This design comes from an exercise in tuning for small area and a short achievable clock period on the open sky130 flow, not from production work. Power is estimated from default activity; no workload was simulated.

alpha:
==> flow/design.v <==
`timescale 10ns / 1ps
module AGU_top(
    input clk,
    input rst,
    input AGU_enable,
    output logic [$clog2(8192/16)-1:0] MA0_idx,
    output logic [$clog2(8192/16)-1:0] MA1_idx,
    output logic [$clog2(8192/16)-1:0] MA2_idx,
    output logic [$clog2(8192/16)-1:0] MA3_idx,
    output logic [$clog2(8192/16)-1:0] MA4_idx,
    output logic [$clog2(8192/16)-1:0] MA5_idx,
    output logic [$clog2(8192/16)-1:0] MA6_idx,
    output logic [$clog2(8192/16)-1:0] MA7_idx,
    output logic [$clog2(8192/16)-1:0] MA8_idx,
    output logic [$clog2(8192/16)-1:0] MA9_idx,
    output logic [$clog2(8192/16)-1:0] MA10_idx,
    output logic [$clog2(8192/16)-1:0] MA11_idx,
    output logic [$clog2(8192/16)-1:0] MA12_idx,
    output logic [$clog2(8192/16)-1:0] MA13_idx,
    output logic [$clog2(8192/16)-1:0] MA14_idx,
    output logic [$clog2(8192/16)-1:0] MA15_idx,
    output logic [$clog2(16) + 1-1:0] BN0_idx,
    output logic [$clog2(16) + 1-1:0] BN1_idx,
    output logic [$clog2(16) + 1-1:0] BN2_idx,
    output logic [$clog2(16) + 1-1:0] BN3_idx,
    output logic [$clog2(16) + 1-1:0] BN4_idx,
    output logic [$clog2(16) + 1-1:0] BN5_idx,
    output logic [$clog2(16) + 1-1:0] BN6_idx,
    output logic [$clog2(16) + 1-1:0] BN7_idx,
    output logic [$clog2(16) + 1-1:0] BN8_idx,
    output logic [$clog2(16) + 1-1:0] BN9_idx,
    output logic [$clog2(16) + 1-1:0] BN10_idx,
    output logic [$clog2(16) + 1-1:0] BN11_idx,
    output logic [$clog2(16) + 1-1:0] BN12_idx,
    output logic [$clog2(16) + 1-1:0] BN13_idx,
    output logic [$clog2(16) + 1-1:0] BN14_idx,
    output logic [$clog2(16) + 1-1:0] BN15_idx,
    output logic AGU_done_out,
    output logic BN_MA_out_en,
    output logic [2:0] l_AGU_out
);
    logic [4:0] en_d;       
    logic [2:0] rcnt;       
    logic [1:0] L;          
    logic [8:0] C;          
    logic e, first, wrap;
    logic [1:0] L_nxt;
    logic [8:0] C_nxt;
    assign e     = en_d[4];
    assign first = (rcnt == 3'd5);
    assign wrap  = (&C) | first;
    always_comb begin
        if (!e) begin
            C_nxt = 9'd0;
            L_nxt = L;
        end else if (wrap) begin
            C_nxt = 9'd0;
            L_nxt = (L == 2'd2) ? 2'd0 : L + 2'd1;
        end else begin
            C_nxt = C + 9'd1;
            L_nxt = L;
        end
    end
    always_ff @(posedge clk or posedge rst) begin
        if (rst) begin
            en_d <= 5'd0;
            rcnt <= 3'd0;
            L    <= 2'd0;
            C    <= 9'd0;
        end else begin
            en_d <= {en_d[3:0], AGU_enable};
            rcnt <= rcnt + {2'd0, ~&rcnt};
            L    <= L_nxt;
            C    <= C_nxt;
        end
    end
    logic [2:0] G;
    always_ff @(posedge clk or posedge rst) begin
        if (rst) G <= 3'd0;
        else     G <= {en_d[3] & (L_nxt == 2'd2), en_d[3] & (L_nxt == 2'd1), en_d[3] & (L_nxt == 2'd0)};
    end
    logic [8:0] ma_d0, ma_d1;
    always_comb begin
        for (int k = 5; k < 9; k++) begin
            ma_d0[k] = (G[1] & C[13-k]) | (G[2] & C[9-k]);
            ma_d1[k] = ma_d0[k] | G[0];
        end
        for (int k = 1; k < 5; k++) begin
            ma_d0[k] = (G[0] & C[k+4]) | (G[2] & C[9-k]);
            ma_d1[k] = ma_d0[k] | G[1];
        end
        ma_d0[0] = (G[0] | G[1]) & C[4];
        ma_d1[0] = ma_d0[0] | G[2];
    end
    logic [3:0] S, dS;
    always_comb begin
        casez (C[7:0])
            8'b???????0: dS = 4'd1;
            8'b??????01: dS = (L == 2'd2) ? 4'd0  : 4'd1;
            8'b?????011: dS = (L == 2'd2) ? 4'd6  : 4'd1;
            8'b????0111: dS = (L == 2'd2) ? 4'd10 : 4'd1;
            8'b???01111: dS = (L == 2'd2) ? 4'd4  : 4'd2;
            8'b??011111: dS = (L == 2'd0) ? 4'd2  : 4'd1;
            8'b?0111111: dS = (L == 2'd0) ? 4'd2  : 4'd7;
            8'b01111111: dS = (L == 2'd0) ? 4'd2  : 4'd11;
            default:     dS = (L == 2'd0) ? 4'd3  : 4'd5;
        endcase
    end
    always_ff @(posedge clk or posedge rst) begin
        if (rst)               S <= 4'd0;
        else if (!e || wrap)   S <= 4'd0;
        else                   S <= S + dS;
    end
    logic eS0, eS0n, eS1, eS1n, eS2, eS2n, eS3, eS3n, x10;
    logic [3:0] cy2;
    logic [7:0] cy3;
    logic [1:0] bn_d0;
    logic [3:0] bn_d1;
    logic [7:0] bn_d2;
    logic [15:0] bn_d3;
    always_comb begin
        eS0 = e & S[0]; eS0n = e & ~S[0];
        eS1 = e & S[1]; eS1n = e & ~S[1];
        eS2 = e & S[2]; eS2n = e & ~S[2];
        eS3 = e & S[3]; eS3n = e & ~S[3];
        bn_d0[0] = eS0;
        bn_d0[1] = eS0n;
        bn_d1[0] = eS1;
        bn_d1[1] = S[0] ? eS1n : eS1;
        bn_d1[2] = eS1n;
        bn_d1[3] = S[0] ? eS1 : eS1n;
        for (int v = 0; v < 4; v++) begin
            cy2[v] = ({1'b0, S[1:0]} + v) >= 3'd4;
            bn_d2[v]     = cy2[v] ? eS2n : eS2;
            bn_d2[v + 4] = cy2[v] ? eS2 : eS2n;
        end
        for (int v = 0; v < 8; v++) begin
            cy3[v] = ({1'b0, S[2:0]} + v) >= 4'd8;
            bn_d3[v]     = cy3[v] ? eS3n : eS3;
            bn_d3[v + 8] = cy3[v] ? eS3 : eS3n;
        end
    end
    logic [1:0]  ma_r0, ma_r1, ma_r2, ma_r3, ma_r4, ma_r5, ma_r6, ma_r7, ma_r8;
    logic [1:0]  bn_r0;
    logic [3:0]  bn_r1;
    logic [7:0]  bn_r2;
    logic [15:0] bn_r3;
    always_ff @(posedge clk or posedge rst) begin
        if (rst) begin
            ma_r0 <= '0; ma_r1 <= '0; ma_r2 <= '0; ma_r3 <= '0; ma_r4 <= '0;
            ma_r5 <= '0; ma_r6 <= '0; ma_r7 <= '0; ma_r8 <= '0;
            bn_r0 <= '0; bn_r1 <= '0; bn_r2 <= '0; bn_r3 <= '0;
            AGU_done_out <= 1'b0;
            BN_MA_out_en <= 1'b0;
            l_AGU_out    <= 3'd0;
        end else begin
            ma_r0 <= {ma_d1[0], ma_d0[0]}; ma_r1 <= {ma_d1[1], ma_d0[1]};
            ma_r2 <= {ma_d1[2], ma_d0[2]}; ma_r3 <= {ma_d1[3], ma_d0[3]};
            ma_r4 <= {ma_d1[4], ma_d0[4]}; ma_r5 <= {ma_d1[5], ma_d0[5]};
            ma_r6 <= {ma_d1[6], ma_d0[6]}; ma_r7 <= {ma_d1[7], ma_d0[7]};
            ma_r8 <= {ma_d1[8], ma_d0[8]};
            bn_r0 <= bn_d0; bn_r1 <= bn_d1; bn_r2 <= bn_d2; bn_r3 <= bn_d3;
            AGU_done_out <= G[2] & (&C);
            BN_MA_out_en <= e;
            l_AGU_out    <= e ? {1'b0, L_nxt} : 3'd0;
        end
    end
    assign MA0_idx = {ma_r8[0], ma_r7[0], ma_r6[0], ma_r5[0], ma_r4[0], ma_r3[0], ma_r2[0], ma_r1[0], ma_r0[0]};
    assign MA1_idx = {ma_r8[0], ma_r7[0], ma_r6[0], ma_r5[1], ma_r4[0], ma_r3[0], ma_r2[0], ma_r1[1], ma_r0[0]};
    assign MA2_idx = {ma_r8[0], ma_r7[0], ma_r6[1], ma_r5[0], ma_r4[0], ma_r3[0], ma_r2[1], ma_r1[0], ma_r0[0]};
    assign MA3_idx = {ma_r8[0], ma_r7[0], ma_r6[1], ma_r5[1], ma_r4[0], ma_r3[0], ma_r2[1], ma_r1[1], ma_r0[0]};
    assign MA4_idx = {ma_r8[0], ma_r7[1], ma_r6[0], ma_r5[0], ma_r4[0], ma_r3[1], ma_r2[0], ma_r1[0], ma_r0[0]};
    assign MA5_idx = {ma_r8[0], ma_r7[1], ma_r6[0], ma_r5[1], ma_r4[0], ma_r3[1], ma_r2[0], ma_r1[1], ma_r0[0]};
    assign MA6_idx = {ma_r8[0], ma_r7[1], ma_r6[1], ma_r5[0], ma_r4[0], ma_r3[1], ma_r2[1], ma_r1[0], ma_r0[0]};
    assign MA7_idx = {ma_r8[0], ma_r7[1], ma_r6[1], ma_r5[1], ma_r4[0], ma_r3[1], ma_r2[1], ma_r1[1], ma_r0[0]};
    assign MA8_idx = {ma_r8[1], ma_r7[0], ma_r6[0], ma_r5[0], ma_r4[1], ma_r3[0], ma_r2[0], ma_r1[0], ma_r0[1]};
    assign MA9_idx = {ma_r8[1], ma_r7[0], ma_r6[0], ma_r5[1], ma_r4[1], ma_r3[0], ma_r2[0], ma_r1[1], ma_r0[1]};
    assign MA10_idx = {ma_r8[1], ma_r7[0], ma_r6[1], ma_r5[0], ma_r4[1], ma_r3[0], ma_r2[1], ma_r1[0], ma_r0[1]};
    assign MA11_idx = {ma_r8[1], ma_r7[0], ma_r6[1], ma_r5[1], ma_r4[1], ma_r3[0], ma_r2[1], ma_r1[1], ma_r0[1]};
    assign MA12_idx = {ma_r8[1], ma_r7[1], ma_r6[0], ma_r5[0], ma_r4[1], ma_r3[1], ma_r2[0], ma_r1[0], ma_r0[1]};
    assign MA13_idx = {ma_r8[1], ma_r7[1], ma_r6[0], ma_r5[1], ma_r4[1], ma_r3[1], ma_r2[0], ma_r1[1], ma_r0[1]};
    assign MA14_idx = {ma_r8[1], ma_r7[1], ma_r6[1], ma_r5[0], ma_r4[1], ma_r3[1], ma_r2[1], ma_r1[0], ma_r0[1]};
    assign MA15_idx = {ma_r8[1], ma_r7[1], ma_r6[1], ma_r5[1], ma_r4[1], ma_r3[1], ma_r2[1], ma_r1[1], ma_r0[1]};
    assign BN0_idx = {1'b0, bn_r3[0], bn_r2[0], bn_r1[0], bn_r0[0]};
    assign BN1_idx = {1'b0, bn_r3[2], bn_r2[2], bn_r1[2], bn_r0[0]};
    assign BN2_idx = {1'b0, bn_r3[4], bn_r2[4], bn_r1[0], bn_r0[0]};
    assign BN3_idx = {1'b0, bn_r3[6], bn_r2[6], bn_r1[2], bn_r0[0]};
    assign BN4_idx = {1'b0, bn_r3[8], bn_r2[0], bn_r1[0], bn_r0[0]};
    assign BN5_idx = {1'b0, bn_r3[10], bn_r2[2], bn_r1[2], bn_r0[0]};
    assign BN6_idx = {1'b0, bn_r3[12], bn_r2[4], bn_r1[0], bn_r0[0]};
    assign BN7_idx = {1'b0, bn_r3[14], bn_r2[6], bn_r1[2], bn_r0[0]};
    assign BN8_idx = {1'b0, bn_r3[1], bn_r2[1], bn_r1[1], bn_r0[1]};
    assign BN9_idx = {1'b0, bn_r3[3], bn_r2[3], bn_r1[3], bn_r0[1]};
    assign BN10_idx = {1'b0, bn_r3[5], bn_r2[5], bn_r1[1], bn_r0[1]};
    assign BN11_idx = {1'b0, bn_r3[7], bn_r2[7], bn_r1[3], bn_r0[1]};
    assign BN12_idx = {1'b0, bn_r3[9], bn_r2[1], bn_r1[1], bn_r0[1]};
    assign BN13_idx = {1'b0, bn_r3[11], bn_r2[3], bn_r1[3], bn_r0[1]};
    assign BN14_idx = {1'b0, bn_r3[13], bn_r2[5], bn_r1[1], bn_r0[1]};
    assign BN15_idx = {1'b0, bn_r3[15], bn_r2[7], bn_r1[3], bn_r0[1]};
endmodule
export LEC_CHECK = 0
export ABC_AREA = 1
export CAP_MARGIN = 20
export CORE_MARGIN = 2
export CORE_UTILIZATION = 40
export SETUP_SLACK_MARGIN = 5
export SLEW_MARGIN = 20
create_clock -name core_clock -period 8.0 [get_ports {clk}]
standard.sh (not shown) runs the stock make flow with config.mk's settings and CLKGATE_MAP_FILE= SYNTH_SCRIPT=/design/flow/synth_recipe.tcl, a recipe that flattens the netlist after the stock synthesis.
==> flow/flow/run.sh <==
#!/bin/bash
# Standard ORFS layout, with the smallest buffer (buf_1) on every input and
# output port, and clock tree synthesis without dummy loads.
set -euo pipefail
export BUFFER_PORTS_ARGS="-buffer_cell sky130_fd_sc_hd__buf_1"
export CTS_ARGS="-sink_clustering_enable -repair_clock_nets -dont_use_dummy_load"
bash standard.sh > standard_flow.log 2>&1
Here is what was changed in the inputs of beta compared with alpha.
--- a/flow/design.v
+++ b/flow/design.v
@@ -89,30 +89,19 @@
             ma_d0[k] = (G[0] & C[k+4]) | (G[2] & C[9-k]);
             ma_d1[k] = ma_d0[k] | G[1];
         end
         ma_d0[0] = (G[0] | G[1]) & C[4];
         ma_d1[0] = ma_d0[0] | G[2];
     end
-    logic [3:0] S, dS;
+    logic [3:0] S, sa, sb;
+    logic       sc;
     always_comb begin
-        casez (C[7:0])
-            8'b???????0: dS = 4'd1;
-            8'b??????01: dS = (L == 2'd2) ? 4'd0  : 4'd1;
-            8'b?????011: dS = (L == 2'd2) ? 4'd6  : 4'd1;
-            8'b????0111: dS = (L == 2'd2) ? 4'd10 : 4'd1;
-            8'b???01111: dS = (L == 2'd2) ? 4'd4  : 4'd2;
-            8'b??011111: dS = (L == 2'd0) ? 4'd2  : 4'd1;
-            8'b?0111111: dS = (L == 2'd0) ? 4'd2  : 4'd7;
-            8'b01111111: dS = (L == 2'd0) ? 4'd2  : 4'd11;
-            default:     dS = (L == 2'd0) ? 4'd3  : 4'd5;
-        endcase
-    end
-    always_ff @(posedge clk or posedge rst) begin
-        if (rst)               S <= 4'd0;
-        else if (!e || wrap)   S <= 4'd0;
-        else                   S <= S + dS;
+        sa = G[2] ? {C[2], C[3], C[4], C[5]} : C[3:0];
+        sb = ({4{G[0]}} & C[7:4]) | ({4{G[1]}} & {C[6], C[7], C[8], C[5]}) | ({4{G[2]}} & {C[6], C[7], C[8], C[1]});
+        sc = (G[0] & C[8]) | (G[1] & C[4]) | (G[2] & C[0]);
+        S = sa + sb + {3'd0, sc};
     end
     logic eS0, eS0n, eS1, eS1n, eS2, eS2n, eS3, eS3n, x10;
     logic [3:0] cy2;
     logic [7:0] cy3;
     logic [1:0] bn_d0;
     logic [3:0] bn_d1;
[summary]
- Compared with alpha, in beta number of inverters outside the clock class in the layout now sits higher; final design instance area without fill dropped 4.4%.
- beta vs. alpha: floorplan die area now sits lower, leakage power summed over all cells went up 1.3%, final cell count went up, distinct cell type count after synthesis down about 20%.
- The run showing the greater clock network power share is beta.
- Critical path class = reg2out: alpha; critical path class = reg2reg: beta
- Number of detailed-route iterations in the first pass delta for beta relative to alpha: 1 lower
- beta ended up with a higher routability-driven placement congestion ratio than alpha did.
- The met2 usage in global routing reported for beta is greater than that of alpha by 3.2 points.
- Relative to alpha, count of cells along the worst register-to-register path has decreased by 4 in beta.
- Diff alpha -> beta: DRC marker count from the first detailed-route iteration picked up an extra 58; number of vias per cell rose by 2.7%.
- Looking at post-route minimum period across both flows, beta is the weaker of the two, with alpha ahead.
No functional check of the RTL was part of any run of this note.

==> afterwards: timing with drivers on the ports <==
In the flow no input, the clock included, has a driving cell. The finished layouts below were timed again as built, in two steps. Step 1 assumes that a clkbuf_16 drives the clock port and a buf_2 every other input. Step 2 moves the port delays by t, midway between the first and last clock arrival at a register: inputs arrive t later, outputs are due t later. That takes back most of the time a late clock gives input paths. a / b / c = ideal ports / drivers / drivers and shift; a / b = the first two.
run | shift t [ns] | slack for setup (ns) | cell pins on the clock port's net
alpha | 0.373 | 5.373 / 5.340 / 5.532 | 1
beta | 0.365 | 5.178 / 5.178 / 5.178 | 1
After both steps setup and hold are still met in every run listed.
